This is an optimization exercise on Yosys and OpenROAD, whose aim is small area, not a production implementation.
RTL that was checked went through simulation tests only; none was proved equivalent to the original.
Function not checked in runs 7 and 8: the RTL went through the layout flow alone.
Power and IR drop assume default switching activity.

File: flow/flow/run.sh
#!/bin/bash
# The standard ORFS layout, with three changes:
#  - ABC maps the logic with an area-oriented script (flow/abc_map.script)
#    instead of ORFS's speed script; the rest of the synthesis is unchanged
#  - the port buffers are the smallest buffer, sky130_fd_sc_hd__buf_1
#  - CTS uses clkbuf_4 only and no dummy loads
set -euo pipefail
cd "$(dirname "$0")/.."
W=$PWD
cat >> config.mk <<'MK'
export BUFFER_PORTS_ARGS = -buffer_cell sky130_fd_sc_hd__buf_1
export CTS_ARGS = -sink_clustering_enable -repair_clock_nets -dont_use_dummy_load -buf_list {sky130_fd_sc_hd__clkbuf_4} -sink_clustering_size 30 -sink_clustering_max_diameter 100
MK
# synthesis with a copy of ORFS's scripts whose ABC script is replaced
rm -rf "$W/scripts_abc"
cp -r "$FLOW_HOME/scripts" "$W/scripts_abc"
cp "$W/flow/abc_map.script" "$W/scripts_abc/abc_speed.script"
sed "s#^make #make SCRIPTS_DIR=$W/scripts_abc #" standard.sh > synth.sh
bash synth.sh synth > synth.log 2>&1
# the rest of the layout, as the standard flow
bash standard.sh > standard.log 2>&1
File: flow/standard.sh
#!/bin/bash
# synth_recipe.tcl (not shown) runs the flow's synth.tcl, then flattens the netlist and writes it again
# the make line also repeats each setting of config.mk as NAME=value (left out here)
make -C /OpenROAD-flow-scripts/flow DESIGN_CONFIG=/design/flow/config.mk WORK_HOME=/design/flow/orfs CLKGATE_MAP_FILE= SYNTH_SCRIPT=/design/flow/synth_recipe.tcl "${@:-finish}"
File: flow/config.mk
export PLATFORM = sky130hd
export DESIGN_NAME = dma_module
export DESIGN_NICKNAME = dma_module
export VERILOG_FILES = /design/flow/design.v
export SDC_FILE = /design/flow/constraint.sdc
export NUM_CORES = 4
export LEC_CHECK = 0
export CAP_MARGIN = 20
export CORE_MARGIN = 2
export CORE_UTILIZATION = 40
export SLEW_MARGIN = 20
export BUFFER_PORTS_ARGS = -buffer_cell sky130_fd_sc_hd__buf_1
export CTS_ARGS = -sink_clustering_enable -repair_clock_nets -dont_use_dummy_load -buf_list {sky130_fd_sc_hd__clkbuf_4} -sink_clustering_size 30 -sink_clustering_max_diameter 100
File: flow/design.v
module dma_module #(
	parameter DATA_SIZE = 1280 * 720 * 3 / 8,
	parameter DATA_SIZE_LOG = 19,
	parameter BURST_SIZE = 16,
	parameter BURST_NUM = DATA_SIZE / BURST_SIZE
)
(
	input					read_active,
	input		[31:0]		read_address,
	output	reg				read_idle,
	input					write_active,
	input		[31:0]		write_address,
	output	reg				write_idle,
	output		[3:0]		rw_resp,
	input					m_axi_acp_aclk,
	input					axi_resetn,
	output	reg	[31:0]		m_axi_acp_araddr,
	output	reg				m_axi_acp_arvalid,
	input					m_axi_acp_arready,
	input		[2:0]		m_axi_acp_rid,
	input		[63:0]		m_axi_acp_rdata,
	input		[1:0]		m_axi_acp_rresp,
	input					m_axi_acp_rlast,
	input					m_axi_acp_rvalid,
	output					m_axi_acp_rready,
	output	reg	[31:0]		m_axi_acp_awaddr,
	output	reg				m_axi_acp_awvalid,
	input					m_axi_acp_awready,
	output		[63:0]		m_axi_acp_wdata,
	output					m_axi_acp_wlast,
	output					m_axi_acp_wvalid,
	input					m_axi_acp_wready,
	input		[2:0]		m_axi_acp_bid,
	input		[1:0]		m_axi_acp_bresp,
	input		[4:0]		m_axi_acp_buser,
	input					m_axi_acp_bvalid,
	output	reg				m_axi_acp_bready,
	output		[63:0]		mm2s_data,
	output					mm2s_valid,
	input					mm2s_ready,
	input		[63:0]		s2mm_data,
	input					s2mm_valid,
	output					s2mm_ready
);
	localparam [9:0] BN_HI = BURST_NUM / 32;
	reg	[DATA_SIZE_LOG-1:0]	rdata_count;
	reg						rdata_ch_active;
	reg	[4:0]				rd_neg;
	reg	[DATA_SIZE_LOG-1:0]	wdata_count;
	reg						wdata_ch_active;
	reg	[1:0]				bresp;
	assign rw_resp = {m_axi_acp_rresp, bresp};
	wire ar_hs  = m_axi_acp_arvalid & m_axi_acp_arready;
	wire r_beat = m_axi_acp_rready & m_axi_acp_rvalid;
	wire r_last = r_beat & m_axi_acp_rlast;
	wire aw_hs  = m_axi_acp_awvalid & m_axi_acp_awready;
	wire w_beat = m_axi_acp_wvalid & m_axi_acp_wready;
	genvar i;
	wire [24:0] ra_q = m_axi_acp_araddr[31:7];
	localparam [24:0] RA_HEAD = 25'b0010001000010000010000001;
	wire [24:0] ra_s, ra_c, ra_a, ra_p;
	generate for (i = 0; i < 25; i = i + 1) begin : g_ra
		if (i == 0) begin : g_first
			assign ra_a[i] = ra_q[i];
			assign ra_p[i] = 1'b1;
			assign ra_c[i] = ar_hs;
		end else if (RA_HEAD[i]) begin : g_head
			assign ra_a[i] = ra_q[i];
			assign ra_p[i] = ra_p[i-1] & ra_a[i-1];
			assign ra_c[i] = ar_hs & ra_p[i];
		end else begin : g_body
			assign ra_a[i] = ra_a[i-1] & ra_q[i];
			assign ra_p[i] = ra_p[i-1];
			assign ra_c[i] = ra_q[i-1] & ra_c[i-1];
		end
		assign ra_s[i] = ra_q[i] ^ ra_c[i];
	end endgenerate
	always @(posedge m_axi_acp_aclk) begin
		if (read_active)
			m_axi_acp_araddr <= read_address;
		else
			m_axi_acp_araddr[31:7] <= ra_s;
	end
	localparam [18:0] RC_HEAD = 19'b0001000100001000001;
	wire [18:0] rc_s, rc_c, rc_a, rc_p;
	generate for (i = 0; i < 19; i = i + 1) begin : g_rc
		if (i == 0) begin : g_first
			assign rc_a[i] = rdata_count[i];
			assign rc_p[i] = 1'b1;
			assign rc_c[i] = r_beat;
		end else if (RC_HEAD[i]) begin : g_head
			assign rc_a[i] = rdata_count[i];
			assign rc_p[i] = rc_p[i-1] & rc_a[i-1];
			assign rc_c[i] = r_beat & rc_p[i];
		end else begin : g_body
			assign rc_a[i] = rc_a[i-1] & rdata_count[i];
			assign rc_p[i] = rc_p[i-1];
			assign rc_c[i] = rdata_count[i-1] & rc_c[i-1];
		end
		assign rc_s[i] = rdata_count[i] ^ rc_c[i];
	end endgenerate
	always @(posedge m_axi_acp_aclk) begin
		if (~axi_resetn)
			rdata_count <= 0;
		else
			rdata_count <= rc_s;
	end
	wire [9:0] r_ah = rdata_count[18:9];
	wire [4:0] r_al = rdata_count[8:4];
	wire r_ah_mid = (r_ah[9:1] == BN_HI[9:1]);
	wire r_done = r_ah_mid & r_ah[0] & (r_al == 5'd0);
	wire r_cnt_zero = (rd_neg == 5'd0);
	wire r_sum_hit = r_ah_mid & (r_ah[0] == r_cnt_zero) & (r_al == rd_neg);
	always @(posedge m_axi_acp_aclk) begin
		if (~axi_resetn)
			rd_neg <= 0;
		else if (ar_hs & ~r_last)
			rd_neg <= rd_neg - 1;
		else if (~ar_hs & r_last)
			rd_neg <= rd_neg + 1;
	end
	always @(posedge m_axi_acp_aclk) begin
		if (~axi_resetn)
			m_axi_acp_arvalid <= 0;
		else
			m_axi_acp_arvalid <= ~read_idle & (rd_neg != 5'd1) & ~r_sum_hit;
	end
	always @(posedge m_axi_acp_aclk) begin
		if (~axi_resetn)
			rdata_ch_active <= 0;
		else
			rdata_ch_active <= ~r_cnt_zero;
	end
	always @(posedge m_axi_acp_aclk) begin
		if (~axi_resetn)
			read_idle <= 1;
		else if (r_done)
			read_idle <= 1;
		else if (read_active)
			read_idle <= 0;
	end
	assign mm2s_data = m_axi_acp_rdata;
	assign m_axi_acp_rready = mm2s_ready & rdata_ch_active;
	assign mm2s_valid = m_axi_acp_rvalid & rdata_ch_active;
	wire [21:0] wa_q = m_axi_acp_awaddr[31:10];
	localparam [21:0] WA_HEAD = 22'b0001000010000010000001;
	wire [21:0] wa_s, wa_c, wa_a, wa_p;
	generate for (i = 0; i < 22; i = i + 1) begin : g_wa
		if (i == 0) begin : g_first
			assign wa_a[i] = wa_q[i];
			assign wa_p[i] = 1'b1;
			assign wa_c[i] = aw_hs;
		end else if (WA_HEAD[i]) begin : g_head
			assign wa_a[i] = wa_q[i];
			assign wa_p[i] = wa_p[i-1] & wa_a[i-1];
			assign wa_c[i] = aw_hs & wa_p[i];
		end else begin : g_body
			assign wa_a[i] = wa_a[i-1] & wa_q[i];
			assign wa_p[i] = wa_p[i-1];
			assign wa_c[i] = wa_q[i-1] & wa_c[i-1];
		end
		assign wa_s[i] = wa_q[i] ^ wa_c[i];
	end endgenerate
	always @(posedge m_axi_acp_aclk) begin
		if (write_active)
			m_axi_acp_awaddr <= write_address;
		else
			m_axi_acp_awaddr[31:10] <= wa_s;
	end
	localparam [18:0] WC_HEAD = 19'b0001000100001000001;
	wire [18:0] wc_s, wc_c, wc_a, wc_p;
	generate for (i = 0; i < 19; i = i + 1) begin : g_wc
		if (i == 0) begin : g_first
			assign wc_a[i] = wdata_count[i];
			assign wc_p[i] = 1'b1;
			assign wc_c[i] = w_beat;
		end else if (WC_HEAD[i]) begin : g_head
			assign wc_a[i] = wdata_count[i];
			assign wc_p[i] = wc_p[i-1] & wc_a[i-1];
			assign wc_c[i] = w_beat & wc_p[i];
		end else begin : g_body
			assign wc_a[i] = wc_a[i-1] & wdata_count[i];
			assign wc_p[i] = wc_p[i-1];
			assign wc_c[i] = wdata_count[i-1] & wc_c[i-1];
		end
		assign wc_s[i] = wdata_count[i] ^ wc_c[i];
	end endgenerate
	always @(posedge m_axi_acp_aclk) begin
		if (~axi_resetn)
			wdata_count <= 0;
		else
			wdata_count <= wc_s;
	end
	wire w_done = (wdata_count[18:4] == BURST_NUM);
	assign m_axi_acp_wlast = &wdata_count[3:0];
	always @(posedge m_axi_acp_aclk) begin
		if (~axi_resetn)
			m_axi_acp_awvalid <= 0;
		else
			m_axi_acp_awvalid <= ~aw_hs & ~wdata_ch_active & ((wdata_count[3:0] == 4'd0) | write_active) & ~write_idle;
	end
	always @(posedge m_axi_acp_aclk) begin
		if (~axi_resetn)
			wdata_ch_active <= 0;
		else if (aw_hs)
			wdata_ch_active <= 1;
		else if (w_beat)
			wdata_ch_active <= ~m_axi_acp_wlast;
	end
	always @(posedge m_axi_acp_aclk) begin
		if (~axi_resetn)
			write_idle <= 1;
		else if (w_done)
			write_idle <= 1;
		else if (write_active)
			write_idle <= 0;
	end
	assign m_axi_acp_wdata = s2mm_data;
	assign m_axi_acp_wvalid = s2mm_valid & wdata_ch_active;
	assign s2mm_ready = m_axi_acp_wready & wdata_ch_active;
	always @(posedge m_axi_acp_aclk) begin
		if (~axi_resetn)
			m_axi_acp_bready <= 0;
		else
			m_axi_acp_bready <= w_beat & m_axi_acp_wlast;
	end
	always @(posedge m_axi_acp_aclk) begin
		if (~axi_resetn)
			bresp <= 0;
		else if (w_beat)
			bresp <= m_axi_acp_bresp;
	end
endmodule
File: flow/constraint.sdc
create_clock -name core_clock -period 2.5 [get_ports {m_axi_acp_aclk}]
set_input_delay 0.5000 -clock core_clock [delete_from_list [all_inputs] [get_ports {m_axi_acp_aclk}]]
set_output_delay 0.5000 -clock core_clock [all_outputs]
set_load 0.01 [all_outputs]
File: flow/flow/abc_map.script
strash
dc2
dch -f
amap
topo
stime -c
==> results.tsv, run 1 <==
metric	value	unit
status	finished clean	
synth_edf_count	17	
cap_viol_max_count	0	
cp_data_arrival_time	2.66	ns
grt.overflow.total	0	
synth-seq-cells	116	
num_vias	4095	
cp.required	2.89	ns
hold_class	primary input to register	
crit_type	register to register	
viasPerCell	5.11	
p_leak	2.47	nW
io_pins	425	
cts_hold_buf	0	
cts_buffers	17	
start_util	40.5	%
cts_tree	done	
cts.clk_slew.worst_paths	0.09	ns
p_per_area	570	nW/um^2
die-area	15500	um^2
n_fill_cell	1462	
max_freq	440	MHz
final_cell_mix	buf_1, dfxtp_1, ha_1	
fin_tns_setup	0	ns
fp-row-count	44	
grtUsageTotal	17.7	%
layout-drive-gt1-share	5.04	%
relSlewSlack	57.2	%
period_share	90.8	%
fin_nets	909	
cp-end-kind	register	
final_common_cell	buf_1	
die_x	125	um
drtPass1Iterations	5	
syn_nets	860	
grt_pass1_wl	21.4	mm
syn_avg_cell_area	10.2	um^2
worstMarginPinSlew	0.638	ns
h-tree-depth	4	
die_h	125	um
rsz0062_at_grt	false	
finalClockSkew	0.0229	ns
seq_area_frac_synth	42.8	%
slew_violations	0	
fin_util	40.7	%
critPathLaunchType	register	
drtAntennaViolNets	0	
coreArea	14400	um^2
finalHoldViolCount	0	
wl_per_cell	17.2	um
synthCells	568	
ir_worst_vdd	0.205	mV
dp_hpwl	11.0	mm
gp_congestion	0.893	
synth.distinct_cells	30	
route.detailed.drc	0	
yosys_warnings	1	
whs	0.157	ns
async_flop_share	0	%
syn2layout_area_growth	0.581	%
min_period	2.27	ns
first_iter_violations	191	
setup_viol	0	
root_buffer	clkbuf_4	
grt_pass1_vias	4047	
syn_area	5820	um^2
routed_wl	13.8	mm
synth-main-ff-cell	dfxtp_1	
antenna_found_initial	3	
grt_start_max_net_pins	38	
cts_sinks	116	
crit_path_max_fanout	3	
io_buffers	152	
insertion_delay	0.51	ns
cts_max_path_buffers	2	
-- synth_stat cells (2+ instances only) --
cell type / number / area, um^2
a22oi_1: 4 / 30.0
nand4b_1: 4 / 35.0
ha_1: 73 / 913
nand4_1: 8 / 50.1
a22o_1: 38 / 333
nor2b_1: 35 / 219
nor3_1: 6 / 30.0
a211oi_1: 3 / 22.5
o21ai_0: 30 / 150
nor4_1: 7 / 43.8
edfxtp_1: 17 / 510
nor2_1: 17 / 63.8
nand3_1: 12 / 60.1
o22ai_1: 4 / 25.0
a21oi_1: 13 / 65.1
clkinv_1: 31 / 116
nor3b_1: 2 / 15.0
nand2_1: 25 / 93.8
buf_4: 130 / 976
dfxtp_1: 99 / 1980
-- power breakdown --
group	leakage [nW]	switching (W)	internal [W]
logic	1.41	0.000217	0.000151
registers	0.983	0.0000775	0.00200
clock network	0.0782	0.000585	0.000310
-- cell families (layout without fill, tap and decap cells) --
kind of cell               after synthesis  after routing  share of synthesized area (%)
AOI/OAI and AO/OA                       97             97                           11.5
adders and majority gates               73             73                           15.7
buffers and inverters                  161            208                           18.8
DFF                                    116            116                           42.8
other                                    0              2                              0
and+or+nand+nor                        121            121                           11.2
-- critical path, cell delays in order (launching register included) --
cell and delay (ns):
dfxtp_2 0.38, nand4_1 0.13, nor4_1 0.26, buf_4 0.17, and4b_1 0.24, nand4b_1 0.16
nor3_1 0.19, ha_1 0.19, ha_1 0.23, a22o_1 0.20
-- stage by stage --
stage	cells	power, W	area, um^2	setup slack (ns)
global placement	781	0.00248	5700	0.104
CTS	798	0.00340	5820	0.115
finish	801	0.00334	5850	0.230
global route	800	0.00353	5850	0.0193
detailed placement	781	0.00249	5700	0.0447
floorplan	568	0.00249	5820	0.236
-- path summary, 6_finish.rpt --
kind / startpoint / endpoint / slack [ns] / cells after the start
max reg2reg: m_axi_acp_araddr[8] / m_axi_acp_araddr[30] / 0.23 / 9
min: read_address[4] / m_axi_acp_araddr[4] / 0.16 / 1
max: m_axi_acp_araddr[8] / m_axi_acp_araddr[30] / 0.23 / 9
min reg2reg: wdata_count[5] / wdata_count[5] / 0.47 / 1
-- what timing repair did --
action	in CTS	in global routing
setup endpoints to repair	0	4
gates resized for setup	0	5
buffers inserted	0	1
-- state kept, by name, indices dropped and copies added, names as in the netlist --
signal             cells
rdata_ch_active        1
rdata_count           19
wdata_ch_active        1
wdata_count           19
m_axi_acp_bready       1
write_idle             1
bresp                  2
read_idle              1
m_axi_acp_arvalid      1
m_axi_acp_awvalid      1
m_axi_acp_araddr      32
m_axi_acp_awaddr      32
rd_neg                 5
-- routing by layer --
layer | global-route usage, % | up-vias | wire (um)
met1 | 20.6 | 1857 | 5750
met2 | 24.5 | 207 | 5770
met4 | 8.00 | 2 | 312
li1 | - | 1972 | -
met5 | 4.25 | - | 93
met3 | 11.9 | 57 | 1860
-- final cells by class --
| class | instances | area [um^2] | area share [%] |
|---|---|---|---|
| tap | 184 | 230 | 3.93 |
| inverter | 31 | 116 | 1.99 |
| timing repair buffer | 160 | 632 | 10.8 |
| clock buffer | 17 | 128 | 2.18 |
| antenna | 2 | 5.00 | 0.0855 |
| multi-input combinational | 291 | 2250 | 38.4 |
| sequential | 116 | 2490 | 42.6 |
==> run 2: changes to the inputs <==
--- a/flow/config.mk
+++ b/flow/config.mk
@@ -8,6 +8,8 @@
 export CAP_MARGIN = 20
 export CORE_MARGIN = 2
 export CORE_UTILIZATION = 40
+export GPL_ROUTABILITY_DRIVEN = 0
+export PLACE_DENSITY = 0.3
 export SLEW_MARGIN = 20
 export BUFFER_PORTS_ARGS = -buffer_cell sky130_fd_sc_hd__buf_1
 export CTS_ARGS = -sink_clustering_enable -repair_clock_nets -dont_use_dummy_load -buf_list {sky130_fd_sc_hd__clkbuf_4} -sink_clustering_size 30 -sink_clustering_max_diameter 100
==> results.tsv, run 2 <==
metric	value	unit	change
status	finished clean		
fin_tns_setup	0	ns	unchanged
syn_nets	860		unchanged
cp-end-kind	register		
yosys_warnings	1		unchanged
worstMarginPinSlew	0.651	ns	+0.0125 ns
slew_violations	0		unchanged
final_cell_mix	buf_1, dfxtp_1, ha_1		
syn_avg_cell_area	10.2	um^2	unchanged
rsz0062_at_grt	false		
async_flop_share	0	%	unchanged
synth-main-ff-cell	dfxtp_1		
fp-row-count	44		unchanged
die-area	15500	um^2	unchanged
route.detailed.drc	0		unchanged
finalHoldViolCount	0		unchanged
comb_power_share	10.9	%	about the same
synthTopCellsByCount	buf_4, dfxtp_1, ha_1		
antenna_found_initial	1		-2
grtUsageTotal	21.3	%	+3.6 points
grt.overflow.total	0		unchanged
first_iter_violations	147		-23%
reg_top3	m_axi_acp_araddr x32, m_axi_acp_awaddr x32		
cts.clk_slew.worst_paths	0.10	ns	about the same
layout-drive-gt1-share	4.24	%	-0.80 points
fin_util	40.6	%	-0.17 points
yosys.cell_count.top_type	buf_4		
insertion_delay	0.52	ns	about the same
routed_wl	16.5	mm	+20%
synth.top_cell.area_share	34.1	%	unchanged
critPathLaunchType	register		
final_common_cell	buf_1		
p_per_area	572	nW/um^2	+0.39%
dp_hpwl	13.5	mm	+23%
grt_start_max_net_pins	38		unchanged
crit_path_max_fanout	4		+1
synth.distinct_cells	30		unchanged
seq_area_frac_synth	42.8	%	unchanged
finalClockSkew	0.0295	ns	+0.00666 ns
p_int	0.00246	W	about the same
max_freq	449	MHz	+1.9%
viasPerCell	5.10		-0.33%
yosysTopAreaCell	dfxtp_1		
cts_buffers	17		unchanged
p_sw	0.000879	W	about the same
p_clk_share	27.0	%	+0.2 points
setup_viol	0		unchanged
hold_class	primary input to register		
crit_type	register to register		
cap_viol_max_count	0		unchanged
power_frac_seq	62.2	%	about the same
coreArea	14400	um^2	unchanged
cts_max_path_buffers	2		unchanged
start_util	40.5	%	unchanged
grt_pass1_wl	24.7	mm	+15%
cp_data_arrival_time	2.63	ns	-0.03 ns
h-tree-depth	4		unchanged
cp.required	2.90	ns	about the same
synthCells	568		unchanged
synth-seq-cells	116		unchanged
relSlewSlack	56.4	%	-0.84 points
min_period	2.23	ns	-0.0430 ns
io_pins	425		unchanged
whs	0.156	ns	-0.00123 ns
io_buffers	152		unchanged
root_buffer	clkbuf_4		
die_x	125	um	unchanged
drtAntennaViolNets	0		unchanged
wl_per_cell	20.7	um	+20%
drtPass1Iterations	4		-1
period_share	89.1	%	-1.7 points
cts_sinks	116		unchanged
synth_edf_count	17		unchanged
cts_tree	done		
syn_area	5820	um^2	unchanged
n_fill_cell	1494		+2.2%
grt_pass1_vias	4110		+1.6%
p_leak	2.46	nW	-0.41%
synth_area_leaders	dfxtp_1, buf_4, ha_1, edfxtp_1, a22o_1		
syn2layout_area_growth	0.151	%	
die_h	125	um	unchanged
fin_nets	907		-0.22%
switching_share	26.4	%	about the same
num_vias	4066		-0.71%
ir_worst_vdd	0.246	mV	+20%
==> run 2: cell counts after synthesis <==
No cell type changed its count.
==> run 2: area by class of cell <==
type	instances	area [um^2]	share of cell area [%]
sequential	116	2490	42.8
multi-input combinational	291	2240	38.5
timing repair buffer	158	617	10.6
tap	184	230	3.95
clock buffer	17	128	2.19
inverter	31	116	2.00
antenna	1	2.50	0.0429
==> run 2: kinds of logic after synthesis <==
family | Yosys count | share of synthesized area, %
and+or+nand+nor | 121 | 11.2
adders and majority gates | 73 | 15.7
buffers and inverters | 161 | 18.8
AOI/OAI and AO/OA | 97 | 11.5
DFF | 116 | 42.8
==> run 2: power by group through the flow <==
stage	combinational [W]	clock [W]	sequential, W
after detailed placement	0.000369	0	0.00212
after global routing	0.000409	0.00104	0.00209
after CTS	0.000371	0.000955	0.00207
final	0.000363	0.000899	0.00207
after global placement	0.000367	0	0.00212
after floorplan	0.000345	0	0.00215
==> run 2: worst paths after layout <==
check	from	end	slack (ns)	cells past startpoint
setup / recovery	wdata_ch_active	wdata_count[17]	0.27	11
hold / removal	read_address[2]	m_axi_acp_araddr[2]	0.16	1
setup reg to reg	wdata_ch_active	wdata_count[17]	0.27	11
hold reg to reg	rdata_count[18]	rdata_count[18]	0.46	1
==> run 2: per-layer routing <==
| metal | up-vias | track usage, % | part of all wire, % |
|---|---|---|---|
| met5 | - | 5.56 | 0.82 |
| met4 | 4 | 5.95 | 2.0 |
| met3 | 42 | 21.5 | 20 |
| met2 | 275 | 29.9 | 41 |
| met1 | 1775 | 21.4 | 36 |
| li1 | 1970 | - | - |
==> run 2: stage by stage <==
stage / cells / total power (W) / cell area, um^2 / setup slack [ns]
after floorplan: 568 / 0.00249 / 5820 / 0.236
after global placement: 780 / 0.00248 / 5690 / 0.0711
final: 798 / 0.00334 / 5830 / 0.273
after detailed placement: 780 / 0.00249 / 5690 / 0.0653
after global routing: 797 / 0.00354 / 5820 / 0.00577
after CTS: 797 / 0.00340 / 5820 / 0.137
==> run 2: timing repair <==
action                                  in CTS  in global routing
buffers inserted                             0                  0
hold buffers                                 0                  0
resized for setup                            0                  2
endpoints found under the hold margin        0                  0
endpoints found under the setup margin       0                  2
==> run 2: worst max-delay path, stage by stage, from the launching register on <==
cell,delay (ns)
dfxtp_1,0.37
clkinv_1,0.10
nor2b_1,0.14
nand2_1,0.14
nor2_2,0.18
nand3_1,0.14
nor3_2,0.17
nor3b_1,0.21
ha_1,0.18
ha_1,0.14
ha_1,0.21
nor2b_1,0.12
==> run 3: changes to the inputs <==
--- a/flow/config.mk
+++ b/flow/config.mk
@@ -8,7 +8,6 @@
 export CAP_MARGIN = 20
 export CORE_MARGIN = 2
 export CORE_UTILIZATION = 40
-export GPL_ROUTABILITY_DRIVEN = 0
 export PLACE_DENSITY = 0.3
 export SLEW_MARGIN = 20
 export BUFFER_PORTS_ARGS = -buffer_cell sky130_fd_sc_hd__buf_1
==> results.tsv, run 3 <==
metric	value	unit	change
status	finished clean		
io_pins	425		unchanged
setup_viol	0		unchanged
p_leak	2.46	nW	unchanged
cp.required	2.90	ns	about the same
fin_nets	907		unchanged
cp_data_arrival_time	2.63	ns	about the same
reg_top3	m_axi_acp_araddr x32, m_axi_acp_awaddr x32		
synthTopCellsByCount	buf_4, dfxtp_1, ha_1		
antenna_found_initial	1		unchanged
yosysTopAreaCell	dfxtp_1		
p_sw	0.000879	W	unchanged
drtAntennaViolNets	0		unchanged
post-place-ws	0.0653	ns	unchanged
switching_share	26.4	%	unchanged
final_common_cell	buf_1		
syn_nets	860		unchanged
cts.clk_slew.worst_paths	0.10	ns	about the same
die_x	125	um	unchanged
synthCells	568		unchanged
final_cell_mix	buf_1, dfxtp_1, ha_1		
cp-end-kind	register		
first_iter_violations	147		unchanged
rsz0062_at_grt	false		
ir_worst_vdd	0.246	mV	unchanged
synth_area_leaders	dfxtp_1, buf_4, ha_1, edfxtp_1, a22o_1		
relSlewSlack	56.4	%	unchanged
min_period	2.23	ns	unchanged
p_int	0.00246	W	unchanged
synth_edf_count	17		unchanged
fp-row-count	44		unchanged
yosys_warnings	1		unchanged
slew_violations	0		unchanged
fin_ws	0.273	ns	unchanged
yosys.cell_count.top_type	buf_4		
cts_buffers	17		unchanged
cts_tree	done		
r2r_setup_slack	0.27	ns	about the same
die_h	125	um	unchanged
fin_tns_setup	0	ns	unchanged
dpl_cell_area	5690	um^2	unchanged
drtPass1Iterations	4		unchanged
syn2layout_area_growth	0.151	%	unchanged
synth-seq-cells	116		unchanged
postCtsSetupRepairBufs	0		unchanged
final_area	5830	um^2	unchanged
syn_area	5820	um^2	unchanged
insertion_delay	0.52	ns	about the same
die-area	15500	um^2	unchanged
total_power	0.00334	W	unchanged
power_frac_seq	62.2	%	about the same
crit_path_max_fanout	4		unchanged
layout-drive-gt1-share	4.24	%	unchanged
num_vias	4066		unchanged
grt_pass1_vias	4110		unchanged
syn_avg_cell_area	10.2	um^2	unchanged
finalHoldViolCount	0		unchanged
dp_hpwl	13.5	mm	unchanged
coreArea	14400	um^2	unchanged
worstMarginPinSlew	0.651	ns	unchanged
grtUsageTotal	21.3	%	unchanged
gp_congestion	0.838		
start_util	40.5	%	unchanged
comb_power_share	10.9	%	about the same
h-tree-depth	4		unchanged
routed_wl	16.5	mm	unchanged
viasPerCell	5.10		unchanged
period_share	89.1	%	unchanged
grt.overflow.total	0		unchanged
synth-main-ff-cell	dfxtp_1		
synth.distinct_cells	30		unchanged
critPathLaunchType	register		
p_clk_share	27.0	%	about the same
root_buffer	clkbuf_4		
crit_type	register to register		
cts_max_path_buffers	2		unchanged
async_flop_share	0	%	unchanged
p_per_area	572	nW/um^2	unchanged
io_buffers	152		unchanged
cts_sinks	116		unchanged
synth.top_cell.area_share	34.1	%	unchanged
hold_class	primary input to register		
grt_pass1_wl	24.7	mm	unchanged
grt_start_max_net_pins	38		unchanged
cap_viol_max_count	0		unchanged
seq_area_frac_synth	42.8	%	unchanged
finalClockSkew	0.0295	ns	unchanged
wl_per_cell	20.7	um	unchanged
max_freq	449	MHz	unchanged
route.detailed.drc	0		unchanged
[run 3: cell counts in the layout (fill, tap and decap cells not counted)]
No cell type changed its count.
[run 3: cell type report]
cell class,count,area (um^2)
fillers,1494,8540
inverters,31,116
diodes,1,2.50
clock buffers,17,128
flip-flops and latches,116,2490
repair buffers,158,617
multi-input cells,291,2240
well taps,184,230
[run 3: what timing repair did]
item	in CTS	in global routing
gates resized for setup	0	2
hold buffers	0	0
endpoints found under the setup margin	0	2
[run 3: power groups by stage]
stage | sequential, W | clock (W) | combinational [W]
floorplan | 0.00215 | 0 | 0.000345
global placement | 0.00212 | 0 | 0.000367
detailed placement | 0.00212 | 0 | 0.000369
CTS | 0.00207 | 0.000955 | 0.000371
global route | 0.00209 | 0.00104 | 0.000409
finish | 0.00207 | 0.000899 | 0.000363
[run 3: logic make-up (layout without fill, tap and decap cells)]
group           count (synthesis)  after routing  share of synthesized area [%]
compound gates                 97             97                           11.5
simple gates                  121            121                           11.2
fa+ha+maj                      73             73                           15.7
buf+inv                       161            206                           18.8
flops                         116            116                           42.8
other cells                     0              1                              0
[run 3: worst max-delay path, cell delays in order (launching register included)]
cell      delay (ns)
dfxtp_1         0.37
clkinv_1        0.10
nor2b_1         0.14
nand2_1         0.14
nor2_2          0.18
nand3_1         0.14
nor3_2          0.17
nor3b_1         0.21
ha_1            0.18
ha_1            0.14
ha_1            0.21
nor2b_1         0.12
[run 3: worst paths after layout]
path / start / end / cells after the start
setup reg to reg: wdata_ch_active / wdata_count[17] / 11
hold reg to reg: rdata_count[18] / rdata_count[18] / 1
setup / recovery: wdata_ch_active / wdata_count[17] / 11
hold / removal: read_address[2] / m_axi_acp_araddr[2] / 1
[run 3: per-stage QoR]
step | hold WS, ns | utilization, % | cells
global placement | 0.437 | 39.6 | 780
detailed placement | 0.446 | 39.6 | 780
global route | 0.0836 | 40.5 | 797
CTS | 0.0987 | 40.5 | 797
finish | 0.156 | 40.6 | 798
floorplan | 0.422 | - | 568
[run 3: metal layers]
metal | part of all wire, % | vias up | track usage [%]
met1 | 36 | 1775 | 21.4
met2 | 41 | 275 | 29.9
met3 | 20 | 42 | 21.5
met4 | 2.0 | 4 | 5.95
met5 | 0.82 | - | 5.56
li1 | - | 1970 | -
==> run 4: changes to the inputs <==
--- a/flow/design.v
+++ b/flow/design.v
@@ -111,13 +111,19 @@
 	wire r_done = r_ah_mid & r_ah[0] & (r_al == 5'd0);
 	wire r_cnt_zero = (rd_neg == 5'd0);
 	wire r_sum_hit = r_ah_mid & (r_ah[0] == r_cnt_zero) & (r_al == rd_neg);
+	wire rd_inc = ~ar_hs & r_last;
+	wire rd_dec = ar_hs & ~r_last;
+	wire [4:0] rd_t;
+	assign rd_t[0] = rd_inc | rd_dec;
+	assign rd_t[1] = (rd_inc & rd_neg[0]) | (rd_dec & ~rd_neg[0]);
+	assign rd_t[2] = (rd_inc & (&rd_neg[1:0])) | (rd_dec & ~(|rd_neg[1:0]));
+	assign rd_t[3] = (rd_inc & (&rd_neg[2:0])) | (rd_dec & ~(|rd_neg[2:0]));
+	assign rd_t[4] = (rd_inc & (&rd_neg[3:0])) | (rd_dec & ~(|rd_neg[3:0]));
 	always @(posedge m_axi_acp_aclk) begin
 		if (~axi_resetn)
 			rd_neg <= 0;
-		else if (ar_hs & ~r_last)
-			rd_neg <= rd_neg - 1;
-		else if (~ar_hs & r_last)
-			rd_neg <= rd_neg + 1;
+		else
+			rd_neg <= rd_neg ^ rd_t;
 	end
 	always @(posedge m_axi_acp_aclk) begin
 		if (~axi_resetn)
--- a/flow/config.mk
+++ b/flow/config.mk
@@ -7,7 +7,7 @@
 export LEC_CHECK = 0
 export CAP_MARGIN = 20
 export CORE_MARGIN = 2
-export CORE_UTILIZATION = 40
+export CORE_UTILIZATION = 50
 export PLACE_DENSITY = 0.3
 export SLEW_MARGIN = 20
 export BUFFER_PORTS_ARGS = -buffer_cell sky130_fd_sc_hd__buf_1
==> results.tsv, run 4 <==
metric	value	unit	change
status	stopped before the end		
failed_stage	I/O pin placement (3_2_place_iop)		
stop_error	[ERROR PPL-0024] Number of IO pins (425) exceeds maximum number of available positions (394). Increase the die perimeter from 445.06um to 578.00um.		
yosys_warnings	1		unchanged
yosys.cell_count.top_type	buf_4		
synth.distinct_cells	27		-10%
seq_area_frac_synth	43.3	%	+0.48 points
die_h	111	um	-11%
yosysTopAreaCell	dfxtp_1		
synth.top_cell.area_share	34.4	%	+0.39 points
syn_nets	851		-1.0%
synthCells	562		-1.1%
synthTopCellsByCount	buf_4, dfxtp_1, ha_1		
start_util	50.8	%	+10 points
fp-row-count	39		-11%
die_x	111	um	-11%
synth-main-ff-cell	dfxtp_1		
async_flop_share	0	%	unchanged
synth_area_leaders	dfxtp_1, buf_4, ha_1, edfxtp_1, a22o_1		
synth_edf_count	17		unchanged
syn_area	5750	um^2	-1.1%
synth-seq-cells	116		unchanged
syn_avg_cell_area	10.2	um^2	about the same
[run 4: changes by cell type after synthesis, sizes merged, moves of 2 or more]
cell,change
a22oi,-2
ha,-3
nand3,-3
nand4,+3
nor3,+4
nor4,-2
o21ai,-2
[run 4: kinds of logic after synthesis]
family | Yosys count | synth area share (%)
AOI/OAI and AO/OA | 95 | 11.5
adders and majority gates | 70 | 15.2
buffers and inverters | 161 | 19.0
DFF | 116 | 43.3
and+or+nand+nor | 120 | 11.0
==> run 5: changes to the inputs <==
--- a/flow/config.mk
+++ b/flow/config.mk
@@ -7,7 +7,7 @@
 export LEC_CHECK = 0
 export CAP_MARGIN = 20
 export CORE_MARGIN = 2
-export CORE_UTILIZATION = 50
+export CORE_UTILIZATION = 45
 export PLACE_DENSITY = 0.3
 export SLEW_MARGIN = 20
 export BUFFER_PORTS_ARGS = -buffer_cell sky130_fd_sc_hd__buf_1
==> results.tsv, run 5 <==
metric	value	unit	change
status	stopped before the end		
syn_avg_cell_area	10.2	um^2	unchanged
failed_stage	I/O pin placement (3_2_place_iop)		
syn_nets	851		unchanged
synth_area_leaders	dfxtp_1, buf_4, ha_1, edfxtp_1, a22o_1		
start_util	45.8	%	-5.0 points
synthTopCellsByCount	buf_4, dfxtp_1, ha_1		
die_x	117	um	+5.2%
yosysTopAreaCell	dfxtp_1		
stop_error	[ERROR PPL-0024] Number of IO pins (425) exceeds maximum number of available positions (414). Increase the die perimeter from 468.28um to 578.00um.		
yosys.cell_count.top_type	buf_4		
synth-seq-cells	116		unchanged
synth.distinct_cells	27		unchanged
synth_edf_count	17		unchanged
synthCells	562		unchanged
async_flop_share	0	%	unchanged
synth.top_cell.area_share	34.4	%	unchanged
seq_area_frac_synth	43.3	%	unchanged
yosys_warnings	1		unchanged
synth-main-ff-cell	dfxtp_1		
die_h	117	um	+5.2%
fp-row-count	41		+5.1%
syn_area	5750	um^2	unchanged
[run 5: cell counts after synthesis]
Identical to the previous run, type by type.
[run 5: cell families after synthesis]
family / synth area share (%)
buffers and inverters: 19.0
AND/OR/NAND/NOR: 11.0
flip-flops: 43.3
AO/OA/AOI/OAI: 11.5
adder cells (fa/ha/maj): 15.2
==> run 6: changes to the inputs <==
--- a/flow/config.mk
+++ b/flow/config.mk
@@ -7,7 +7,7 @@
 export LEC_CHECK = 0
 export CAP_MARGIN = 20
 export CORE_MARGIN = 2
-export CORE_UTILIZATION = 45
+export CORE_UTILIZATION = 40
 export PLACE_DENSITY = 0.3
 export SLEW_MARGIN = 20
 export BUFFER_PORTS_ARGS = -buffer_cell sky130_fd_sc_hd__buf_1
==> results.tsv, run 6 <==
metric	value	unit	change
synth_mux_area_share	0	%	unchanged
start_util	41.1	%	-4.6 points
synth-main-ff-cell	dfxtp_1		
fp-row-count	43		+4.9%
cts_hold_buf	0		
drtPass1Iterations	4		
fin_tns_setup	0	ns	
dp_hpwl	14.6	mm	
coreArea	14000	um^2	
synthTopCellsByCount	buf_4, dfxtp_1, ha_1		
syn_avg_cell_area	10.2	um^2	unchanged
cts_buffers	17		
gp_congestion	0.881		
period_share	87.8	%	
die_x	124	um	+5.9%
reg2reg_depth	11		
crit_start	wdata_ch_active		
ir_worst_vdd	0.284	mV	
first_iter_violations	135		
grt_pass1_wl	23.8	mm	
synth_compound_gate_area_share	11.5	%	unchanged
fin_util	41.2	%	
status	finished clean		
num_vias	4057		
layout-drive-gt1-share	4.43	%	
synthAdderAreaFrac	15.2	%	unchanged
final_cell_mix	buf_1, dfxtp_1, ha_1		
p_leak	2.44	nW	
crit_end	wdata_count[17]		
root_buffer	clkbuf_4		
r2r_end	wdata_count[17]		
critical_path.most_common_cell	ha_1		
yosysTopAreaCell	dfxtp_1		
n_antenna_cell	0		
routed_wl	17.5	mm	
max_freq	456	MHz	
syn_nets	851		unchanged
synth-seq-cells	116		unchanged
finalHoldViolCount	0		
cts_tree	done		
syn_area	5750	um^2	unchanged
crit_type	register to register		
setup_viol	0		
cts.clk_slew.worst_paths	0.09	ns	
async_flop_share	0	%	unchanged
io_buffers	152		
whs	0.156	ns	
final_common_cell	buf_1		
cp.required	2.90	ns	
min_period	2.19	ns	
yosys.area_share.simple	11.0	%	unchanged
worstMarginPinSlew	0.648	ns	
syn2layout_area_growth	0.239	%	
synth_edf_count	17		unchanged
cap_viol_max_count	0		
crit_path_max_fanout	3		
met2_usage	35.1	%	
route.detailed.drc	0		
synthXorXnorAreaFrac	0	%	unchanged
hold_class	primary input to register		
postCtsSetupRepairBufs	0		
synthCells	562		unchanged
dpl_cell_area	5630	um^2	
critPathMaxStageDelay	0.38	ns	
synth_area_leaders	dfxtp_1, buf_4, ha_1, edfxtp_1, a22o_1		
fin_nets	900		
p_per_area	586	nW/um^2	
io_pins	425		
busiest_layer	met2		
antenna_found_initial	1		
slowest_stage	dfxtp_1		
cts_sinks	116		
grtUsageTotal	22.4	%	
cp_data_arrival_time	2.60	ns	
grt_pass1_vias	3845		
h-tree-depth	4		
r2r_setup_slack	0.31	ns	
viasPerCell	5.14		
cp_cell_sequence	clkinv_1, nor2b_1, nand2_1, nor2_1, nand3_1, nor3_2, nor3b_1, ha_1, ha_1, ha_1, nor2b_1		
seq_area_frac_synth	43.3	%	unchanged
r2r-start	wdata_ch_active		
cp-end-kind	register		
yosys_warnings	1		unchanged
drtAntennaViolNets	0		
placed_cells	772		
grt_use_met3	11.1	%	
finalClockSkew	0.0210	ns	
wl_per_cell	22.2	um	
die_h	124	um	+5.9%
die-area	15400	um^2	
synth_top_family_by_area	buffers and inverters		
final_cell_count_no_fill	789		
critPathLaunchType	register		
met1_usage	26.7	%	
slew_violations	0		
synth.distinct_cells	27		unchanged
grt.overflow.total	0		
yosys.cell_count.top_type	buf_4		
synth.top_cell.area_share	34.4	%	unchanged
rsz0062_at_grt	false		
grt_start_max_net_pins	38		
cts_max_path_buffers	2		
relSlewSlack	56.5	%	
final_area	5770	um^2	
insertion_delay	0.52	ns	
reg_top3	m_axi_acp_araddr x32, m_axi_acp_awaddr x32		
-- run 6: how the worst min path moves through the flow --
stage	from	end	slack (ns)	depth (start not counted)
floorplan	rdata_count[18]	rdata_count[18]	0.42	1
global placement	rdata_count[18]	rdata_count[18]	0.44	1
detailed placement	rdata_count[18]	rdata_count[18]	0.44	1
CTS	read_address[5]	m_axi_acp_araddr[5]	0.11	1
global route	read_address[5]	m_axi_acp_araddr[5]	0.10	1
finish	read_address[5]	m_axi_acp_araddr[5]	0.16	1
-- run 6: cells by family after synthesis --
family,after synthesis
simple gates,120
flops,116
buf+inv,161
fa+ha+maj,70
compound gates,95
-- run 6: power by group --
| part | internal (W) | switching, W | leakage (nW) |
|---|---|---|---|
| logic | 0.000158 | 0.000236 | 1.38 |
| clock network | 0.000310 | 0.000587 | 0.0782 |
| registers | 0.00200 | 0.0000891 | 0.983 |
-- run 6: worst max-delay path, delay by kind of cell, from the launching register on --
kind	cells	cell delay, ns
flops	1	0.38
buf+inv	1	0.11
fa+ha+maj	3	0.53
simple gates	7	1.05
-- run 6: per-layer routing --
layer,vias to the layer above,wire [um]
li1,1944,-
met1,1851,6920
met2,221,8160
met3,41,1990
met4,0,465
met5,-,0
-- run 6: metrics by stage --
step                power [W]  setup slack, ns
floorplan             0.00252            0.237
global placement      0.00253           0.0911
detailed placement    0.00253            0.125
CTS                   0.00344            0.213
global route          0.00357          0.00353
finish                0.00338            0.305
-- run 6: timing repair --
| item | in CTS | in global routing |
|---|---|---|
| endpoints found under the hold margin | 0 | 0 |
| endpoints found under the setup margin | 0 | 2 |
| resized for setup | 0 | 1 |
-- run 6: cell type report --
type	count	area [um^2]
clock buffers	17	128
repair buffers	160	632
well taps	180	225
inverters	31	116
flip-flops and latches	116	2490
multi-input cells	285	2170
fillers	1446	8220
==> run 7: changes to the inputs <==
--- a/flow/design.v
+++ b/flow/design.v
@@ -57,7 +57,7 @@
 	wire w_beat = m_axi_acp_wvalid & m_axi_acp_wready;
 	genvar i;
 	wire [24:0] ra_q = m_axi_acp_araddr[31:7];
-	localparam [24:0] RA_HEAD = 25'b0010001000010000010000001;
+	localparam [24:0] RA_HEAD = 25'b0001000001000000100000001;
 	wire [24:0] ra_s, ra_c, ra_a, ra_p;
 	generate for (i = 0; i < 25; i = i + 1) begin : g_ra
 		if (i == 0) begin : g_first
@@ -81,7 +81,7 @@
 		else
 			m_axi_acp_araddr[31:7] <= ra_s;
 	end
-	localparam [18:0] RC_HEAD = 19'b0001000100001000001;
+	localparam [18:0] RC_HEAD = 19'b0000010000010000001;
 	wire [18:0] rc_s, rc_c, rc_a, rc_p;
 	generate for (i = 0; i < 19; i = i + 1) begin : g_rc
 		if (i == 0) begin : g_first
@@ -149,7 +149,7 @@
 	assign m_axi_acp_rready = mm2s_ready & rdata_ch_active;
 	assign mm2s_valid = m_axi_acp_rvalid & rdata_ch_active;
 	wire [21:0] wa_q = m_axi_acp_awaddr[31:10];
-	localparam [21:0] WA_HEAD = 22'b0001000010000010000001;
+	localparam [21:0] WA_HEAD = 22'b0000001000000100000001;
 	wire [21:0] wa_s, wa_c, wa_a, wa_p;
 	generate for (i = 0; i < 22; i = i + 1) begin : g_wa
 		if (i == 0) begin : g_first
@@ -173,7 +173,7 @@
 		else
 			m_axi_acp_awaddr[31:10] <= wa_s;
 	end
-	localparam [18:0] WC_HEAD = 19'b0001000100001000001;
+	localparam [18:0] WC_HEAD = 19'b0000010000010000001;
 	wire [18:0] wc_s, wc_c, wc_a, wc_p;
 	generate for (i = 0; i < 19; i = i + 1) begin : g_wc
 		if (i == 0) begin : g_first
==> results.tsv, run 7 <==
metric	value	unit	change
status	finished clean		
syn2layout_area_growth	2.22	%	
drtAntennaViolNets	0		unchanged
wl_per_cell	23.2	um	+4.5%
crit_buf_inv	1		unchanged
root_buffer	clkbuf_4		
cp-end-kind	register		
crit_path_max_fanout	3		unchanged
grt_start_max_net_pins	38		unchanged
crit_family	adder cells		
ir_worst_vdd	0.279	mV	-1.6%
cap_viol_max_count	0		unchanged
cts_buffers	17		unchanged
cts_sinks	116		unchanged
cp_cell_sequence	nand2_1, clkinv_1, ha_1, ha_1, ha_1, ha_1, ha_1, ha_1, ha_1, a22o_1		
async_flop_share	0	%	unchanged
yosysTopAreaCell	dfxtp_1		
dpl_cell_area	5690	um^2	+0.96%
grt_pass1_vias	3909		+1.7%
final-seq-area	2490	um^2	unchanged
coreArea	13900	um^2	-0.38%
critPathMaxStageDelay	0.33	ns	-0.05 ns
viasPerCell	5.14		about the same
p_clk_share	26.5	%	about the same
cts.clk_slew.worst_paths	0.09	ns	about the same
min_period	2.31	ns	+0.116 ns
yosys_warnings	1		unchanged
r2r_setup_slack	0.19	ns	-0.12 ns
synth.top_cell.area_share	34.5	%	+0.068 points
antenna_found_initial	5		+4
grt.overflow.total	0		unchanged
syn_area	5740	um^2	-0.20%
fp-row-count	43		unchanged
layout-drive-gt1-share	7.15	%	+2.7 points
p_per_area	577	nW/um^2	-1.6%
start_util	41.2	%	+0.078 points
synth-seq-cells	116		unchanged
drtPass1Iterations	4		unchanged
p_sw	0.000911	W	-0.16%
max_freq	433	MHz	-5.0%
fin_util	42.1	%	+0.90 points
r2r_end	m_axi_acp_awaddr[16]		
final_area	5870	um^2	+1.8%
relSlewSlack	59.5	%	+3.0 points
insertion_delay	0.51	ns	about the same
fin_nets	896		-0.44%
holdPathEnd	m_axi_acp_awaddr[1]		
synth.distinct_cells	28		+3.7%
comb_power_share	12.2	%	+0.5 points
slew_violations	0		unchanged
min_path_cells	1		unchanged
cts_max_path_buffers	2		unchanged
worstMarginPinSlew	0.603	ns	-0.0448 ns
placed_cells	764		-1.0%
cts_tree	done		
total_power	0.00339	W	+0.19%
die-area	15300	um^2	-0.19%
gp_congestion	0.832		-5.6%
grtUsageTotal	24.2	%	+1.7 points
h-tree-depth	4		unchanged
die_h	124	um	about the same
io_pins	425		unchanged
switching_share	26.9	%	-0.094 points
multiInputGateArea	2220	um^2	+2.2%
first_iter_violations	296		+120%
seq_area_frac_synth	43.4	%	+0.085 points
hp-start	write_address[1]		
syn_nets	840		-1.3%
cts_hold_buf	0		unchanged
critical_path.most_common_cell	ha_1		
routed_wl	18.2	mm	+3.7%
whs	0.165	ns	+0.00857 ns
dp_hpwl	15.4	mm	+5.4%
reg_top3	m_axi_acp_araddr x32, m_axi_acp_awaddr x32		
grt_pass1_wl	25.5	mm	+7.0%
synthTopCellsByCount	buf_4, dfxtp_1, ha_1		
final_cell_count_no_fill	783		-0.76%
finalHoldViolCount	0		unchanged
hold_class	primary input to register		
synth_edf_count	17		unchanged
cp_data_arrival_time	2.70	ns	+0.10 ns
r2r-start	m_axi_acp_awvalid		
die_x	124	um	about the same
synthCells	547		-2.7%
route.detailed.drc	0		unchanged
io_buffers	152		unchanged
synth_area_leaders	dfxtp_1, buf_4, ha_1, edfxtp_1, a22o_1		
cp.required	2.89	ns	about the same
rsz0062_at_grt	false		
synth-main-ff-cell	dfxtp_1		
power_frac_seq	61.3	%	-0.5 points
crit_type	register to register		
final_common_cell	buf_1		
period_share	92.5	%	+4.7 points
yosys.cell_count.top_type	buf_4		
final_cell_mix	buf_1, dfxtp_1, ha_1		
p_int	0.00248	W	+0.32%
n_fill_cell	1460		+0.97%
num_vias	4027		-0.74%
syn_avg_cell_area	10.5	um^2	+2.5%
finalClockSkew	0.0226	ns	+0.00161 ns
setup_viol	0		unchanged
p_leak	2.53	nW	+3.4%
critPathLaunchType	register		
slowest_stage	dfxtp_1		
reg2reg_depth	10		-1
[run 7: changes by cell type after synthesis, sizes merged, moves of 3 or more]
cell / before / now
ha: 70 / 74
clkinv: 31 / 27
nand2: 26 / 21
nand3: 9 / 4
nor3: 10 / 6
a21oi: 13 / 10
o21ai: 28 / 22
[run 7: cell families (layout without fill, tap and decap cells)]
kind of cell | Yosys count | after routing | share of synthesized area, %
fa+ha+maj | 74 | 74 | 16.1
buf+inv | 157 | 211 | 18.8
flops | 116 | 116 | 43.4
other cells | 0 | 2 | 0
simple gates | 111 | 111 | 10.6
compound gates | 89 | 89 | 11.1
[run 7: through the flow]
step	setup WS, ns	TNS [ns]
2_1_floorplan	0.178	0
3_3_place_gp	-0.0494	-0.100
3_5_place_dp	-0.136	-0.547
4_1_cts	0.0319	0
5_1_grt	0.000982	0
6_report	0.189	0
[run 7: layout make-up]
| class | instances | share of cell area, % |
|---|---|---|
| Clock buffer | 17 | 2.17 |
| Sequential cell | 116 | 42.5 |
| Timing Repair Buffer | 167 | 11.9 |
| Antenna cell | 2 | 0.0853 |
| Tap cell | 180 | 3.84 |
| Multi-Input combinational cell | 274 | 37.8 |
| Inverter | 27 | 1.73 |
[run 7: power groups by stage]
stage               clock [W]  sequential, W  combinational [W]
floorplan                   0        0.00215           0.000359
global placement            0        0.00212           0.000407
detailed placement          0        0.00212           0.000413
CTS                  0.000953        0.00208           0.000415
global route          0.00104        0.00210           0.000469
finish               0.000898        0.00208           0.000412
[run 7: timing repair]
action / in CTS / in global routing
hold endpoints to repair: 0 / 0
resized for setup: 0 / 11
setup buffers: 0 / 0
setup endpoints to repair: 0 / 13
[run 7: per-layer routing]
| layer | GRT usage, % | wire length, um |
|---|---|---|
| met5 | 0 | 30 |
| met4 | 14.1 | 1010 |
| met3 | 12.6 | 2130 |
| met2 | 38.6 | 8660 |
| met1 | 25.4 | 6360 |
[run 7: how the worst max path moves through the flow]
| stage | from | endpoint | slack, ns | cells after the start |
|---|---|---|---|---|
| after CTS | m_axi_acp_awaddr[17] | m_axi_acp_awaddr[30] | 0.03 | 10 |
| after detailed placement | m_axi_acp_awready | m_axi_acp_awaddr[30] | -0.14 | 11 |
| final | m_axi_acp_awvalid | m_axi_acp_awaddr[16] | 0.19 | 10 |
| after floorplan | m_axi_acp_rvalid | rdata_count[17] | 0.18 | 10 |
| after global placement | m_axi_acp_awready | m_axi_acp_awaddr[30] | -0.05 | 11 |
| after global routing | wdata_ch_active | wdata_count[12] | 0.001 | 14 |
==> run 8: changes to the inputs <==
--- a/flow/design.v
+++ b/flow/design.v
@@ -57,7 +57,7 @@
 	wire w_beat = m_axi_acp_wvalid & m_axi_acp_wready;
 	genvar i;
 	wire [24:0] ra_q = m_axi_acp_araddr[31:7];
-	localparam [24:0] RA_HEAD = 25'b0001000001000000100000001;
+	localparam [24:0] RA_HEAD = 25'b0001000100001000001000001;
 	wire [24:0] ra_s, ra_c, ra_a, ra_p;
 	generate for (i = 0; i < 25; i = i + 1) begin : g_ra
 		if (i == 0) begin : g_first
@@ -81,7 +81,7 @@
 		else
 			m_axi_acp_araddr[31:7] <= ra_s;
 	end
-	localparam [18:0] RC_HEAD = 19'b0000010000010000001;
+	localparam [18:0] RC_HEAD = 19'b0001000010000100001;
 	wire [18:0] rc_s, rc_c, rc_a, rc_p;
 	generate for (i = 0; i < 19; i = i + 1) begin : g_rc
 		if (i == 0) begin : g_first
@@ -149,7 +149,7 @@
 	assign m_axi_acp_rready = mm2s_ready & rdata_ch_active;
 	assign mm2s_valid = m_axi_acp_rvalid & rdata_ch_active;
 	wire [21:0] wa_q = m_axi_acp_awaddr[31:10];
-	localparam [21:0] WA_HEAD = 22'b0000001000000100000001;
+	localparam [21:0] WA_HEAD = 22'b0000100001000001000001;
 	wire [21:0] wa_s, wa_c, wa_a, wa_p;
 	generate for (i = 0; i < 22; i = i + 1) begin : g_wa
 		if (i == 0) begin : g_first
@@ -173,7 +173,7 @@
 		else
 			m_axi_acp_awaddr[31:10] <= wa_s;
 	end
-	localparam [18:0] WC_HEAD = 19'b0000010000010000001;
+	localparam [18:0] WC_HEAD = 19'b0001000010000100001;
 	wire [18:0] wc_s, wc_c, wc_a, wc_p;
 	generate for (i = 0; i < 19; i = i + 1) begin : g_wc
 		if (i == 0) begin : g_first
==> results.tsv, run 8 <==
metric	value	unit	change
io_pins	425		unchanged
relSlewSlack	54.2	%	-5.3 points
cts.clk_slew.worst_paths	0.10	ns	about the same
yosysTopAreaCell	dfxtp_1		
postCtsSetupRepairBufs	0		unchanged
viasPerCell	5.04		-2.0%
grtUsageTotal	21.6	%	-2.5 points
cts_max_path_buffers	2		unchanged
cp_num_cells	10		unchanged
grt_start_max_net_pins	44		+16%
critPathLaunchType	register		
final_common_cell	buf_1		
total_power	0.00336	W	-0.68%
drtPass1Iterations	4		unchanged
p_sw	0.000898	W	-1.4%
p_leak	2.48	nW	-1.9%
seq_area_frac_synth	43.4	%	about the same
cp_cell_sequence	nand4_1, nor3_2, nor4bb_2, buf_4, and4b_1, ha_1, ha_1, ha_1, ha_1, a22o_1		
die_x	124	um	about the same
syn_area	5750	um^2	about the same
syn_avg_cell_area	10.2	um^2	-2.4%
die_h	124	um	about the same
max_freq	439	MHz	+1.5%
wl_per_cell	21.1	um	-9.3%
n_fill_cell	1432		-1.9%
power_frac_seq	61.7	%	+0.4 points
insertion_delay	0.51	ns	about the same
status	finished clean		
root_buffer	clkbuf_4		
worstMarginPinSlew	0.683	ns	+0.0796 ns
crit_family	simple AND/OR/NAND/NOR gates		
critPathMaxStageDelay	0.39	ns	+0.06 ns
critical_path.most_common_cell	ha_1		
ir_worst_vdd	0.206	mV	-26%
synthTopCellsByCount	buf_4, dfxtp_1, ha_1		
async_flop_share	0	%	unchanged
grt_pass1_vias	3842		-1.7%
yosys_warnings	1		unchanged
fin_nets	899		+0.33%
antenna_found_initial	8		+3
layout-drive-gt1-share	4.61	%	-2.5 points
slew_violations	0		unchanged
cap_viol_max_count	0		unchanged
cts_tree	done		
routed_wl	16.7	mm	-8.3%
grt_pass1_wl	23.3	mm	-8.7%
synth-seq-cells	116		unchanged
dp_hpwl	13.8	mm	-10%
synth-main-ff-cell	dfxtp_1		
hold_class	primary input to register		
reg_top3	m_axi_acp_araddr x32, m_axi_acp_awaddr x32		
final-seq-area	2490	um^2	unchanged
rsz0062_at_grt	false		
crit_type	register to register		
cts_hold_buf	0		unchanged
route.detailed.drc	0		unchanged
synth.distinct_cells	28		unchanged
grt.overflow.total	0		unchanged
synth_edf_count	17		unchanged
gp_congestion	0.720		-13%
r2r_setup_slack	0.22	ns	+0.03 ns
p_per_area	583	nW/um^2	+0.93%
cts_buffers	17		unchanged
reg2reg_depth	10		unchanged
finalClockSkew	0.0216	ns	-0.00102 ns
start_util	41.2	%	about the same
synthCells	561		+2.6%
final_cell_mix	buf_1, dfxtp_1, ha_1		
first_iter_violations	209		-29%
io_buffers	152		unchanged
setup_viol	0		unchanged
finalHoldViolCount	0		unchanged
yosys.cell_count.top_type	buf_4		
multiInputGateArea	2190	um^2	-1.5%
cp_data_arrival_time	2.66	ns	-0.04 ns
min_period	2.28	ns	-0.0332 ns
fin_tns_setup	0	ns	unchanged
drtAntennaViolNets	0		unchanged
min_path_cells	1		unchanged
synth.top_cell.area_share	34.5	%	about the same
comb_power_share	11.8	%	-0.4 points
cp.required	2.89	ns	about the same
die-area	15300	um^2	about the same
period_share	91.1	%	-1.3 points
syn2layout_area_growth	0.523	%	
coreArea	13900	um^2	unchanged
h-tree-depth	4		unchanged
fp-row-count	43		unchanged
p_int	0.00247	W	-0.42%
crit_path_max_fanout	4		+1
num_vias	3992		-0.87%
synth_area_leaders	dfxtp_1, buf_4, ha_1, edfxtp_1, a22o_1		
cp-end-kind	register		
switching_share	26.7	%	-0.20 points
p_clk_share	26.5	%	about the same
syn_nets	850		+1.2%
cts_sinks	116		unchanged
slowest_stage	dfxtp_1		
whs	0.159	ns	-0.00575 ns
crit_buf_inv	1		unchanged
## run 8: cell type report
class | instances | area share, %
well taps | 180 | 3.90
repair buffers | 160 | 10.9
flip-flops and latches | 116 | 43.2
multi-input cells | 288 | 37.9
inverters | 27 | 1.75
clock buffers | 17 | 2.21
diodes | 4 | 0.173
## run 8: path summary, 6_finish.rpt
path                         from              endpoint
min reg2reg       wdata_count[18]       wdata_count[18]
max reg2reg  m_axi_acp_awaddr[15]  m_axi_acp_awaddr[30]
max          m_axi_acp_awaddr[15]  m_axi_acp_awaddr[30]
min              write_address[0]   m_axi_acp_awaddr[0]
## run 8: per-stage QoR
stage	worst slack (ns)	instances	area, um^2	util [%]
final	0.222	792	5780	41.4
after global routing	0.00265	789	5770	41.4
after CTS	0.0952	788	5750	41.3
after detailed placement	-0.0285	771	5630	40.4
after global placement	0.0138	771	5630	40.4
after floorplan	0.251	561	5750	-
## run 8: power groups by stage
stage / registers, W / clock network (W) / logic, W
global placement: 0.00212 / 0 / 0.000398
floorplan: 0.00215 / 0 / 0.000357
detailed placement: 0.00212 / 0 / 0.000401
CTS: 0.00208 / 0.000954 / 0.000403
finish: 0.00208 / 0.000892 / 0.000397
global route: 0.00209 / 0.00103 / 0.000447
## run 8: cells by family after synthesis
family / after synthesis / synth area share (%)
flops: 116 / 43.4
buf+inv: 157 / 18.8
simple gates: 126 / 11.5
compound gates: 92 / 11.1
fa+ha+maj: 70 / 15.2
## run 8: what timing repair did
action / CTS / global route
gates resized for setup: 0 / 2
endpoints found under the hold margin: 0 / 0
setup endpoints to repair: 0 / 2
## run 8: routing by layer
layer / part of all wire (%) / up-vias / track usage (%) / wire, um
met5: 0.44 / - / 1.74 / 74
li1: - / 1944 / - / -
met3: 13 / 48 / 13.7 / 2210
met4: 3.3 / 8 / 9.30 / 555
met1: 39 / 1771 / 24.8 / 6550
met2: 44 / 221 / 31.7 / 7300

==> separate check: timing with driven ports <==
The results above use ideal ports. As a check the final layouts listed here were re-extracted and re-timed, cells and wires unchanged.
Step 1 (the two cells are an assumption about what drives the block):
set clk [get_ports {m_axi_acp_aclk}]
set_driving_cell -lib_cell sky130_fd_sc_hd__clkbuf_16 $clk
set_driving_cell -lib_cell sky130_fd_sc_hd__buf_2 [delete_from_list [all_inputs] $clk]
Step 2 moves the port delays by t, midway between the first and last clock arrival at a register: inputs arrive t later, outputs are due t later. That takes back most of the time a late clock gives input paths.
Slacks: no drivers / after step 1 / after step 2; pairs: no drivers / after step 1.
run	t, ns	setup slack, ns	hold slack, ns	worst setup path at the end
run 1	0.530	0.230 / 0.230 / 0.022	0.157 / 0.162 / 0.467	input to register
run 2	0.529	0.273 / 0.273 / 0.101	0.156 / 0.154 / 0.456	input to register
run 3	0.529	0.273 / 0.273 / 0.101	0.156 / 0.154 / 0.456	input to register
run 6	0.533	0.305 / 0.305 / 0.138	0.156 / 0.180 / 0.449	input to register
run 7	0.522	0.189 / 0.189 / -0.060	0.165 / 0.185 / 0.460	input to register
run 8	0.527	0.222 / 0.222 / 0.063	0.159 / 0.160 / 0.468	input to register
With both steps, setup timing fails in run 7, where it was met with ideal ports. For run 7, which loses most, drivers alone change the setup slack by 0.000 ns; drivers and shift together by -0.249 ns.
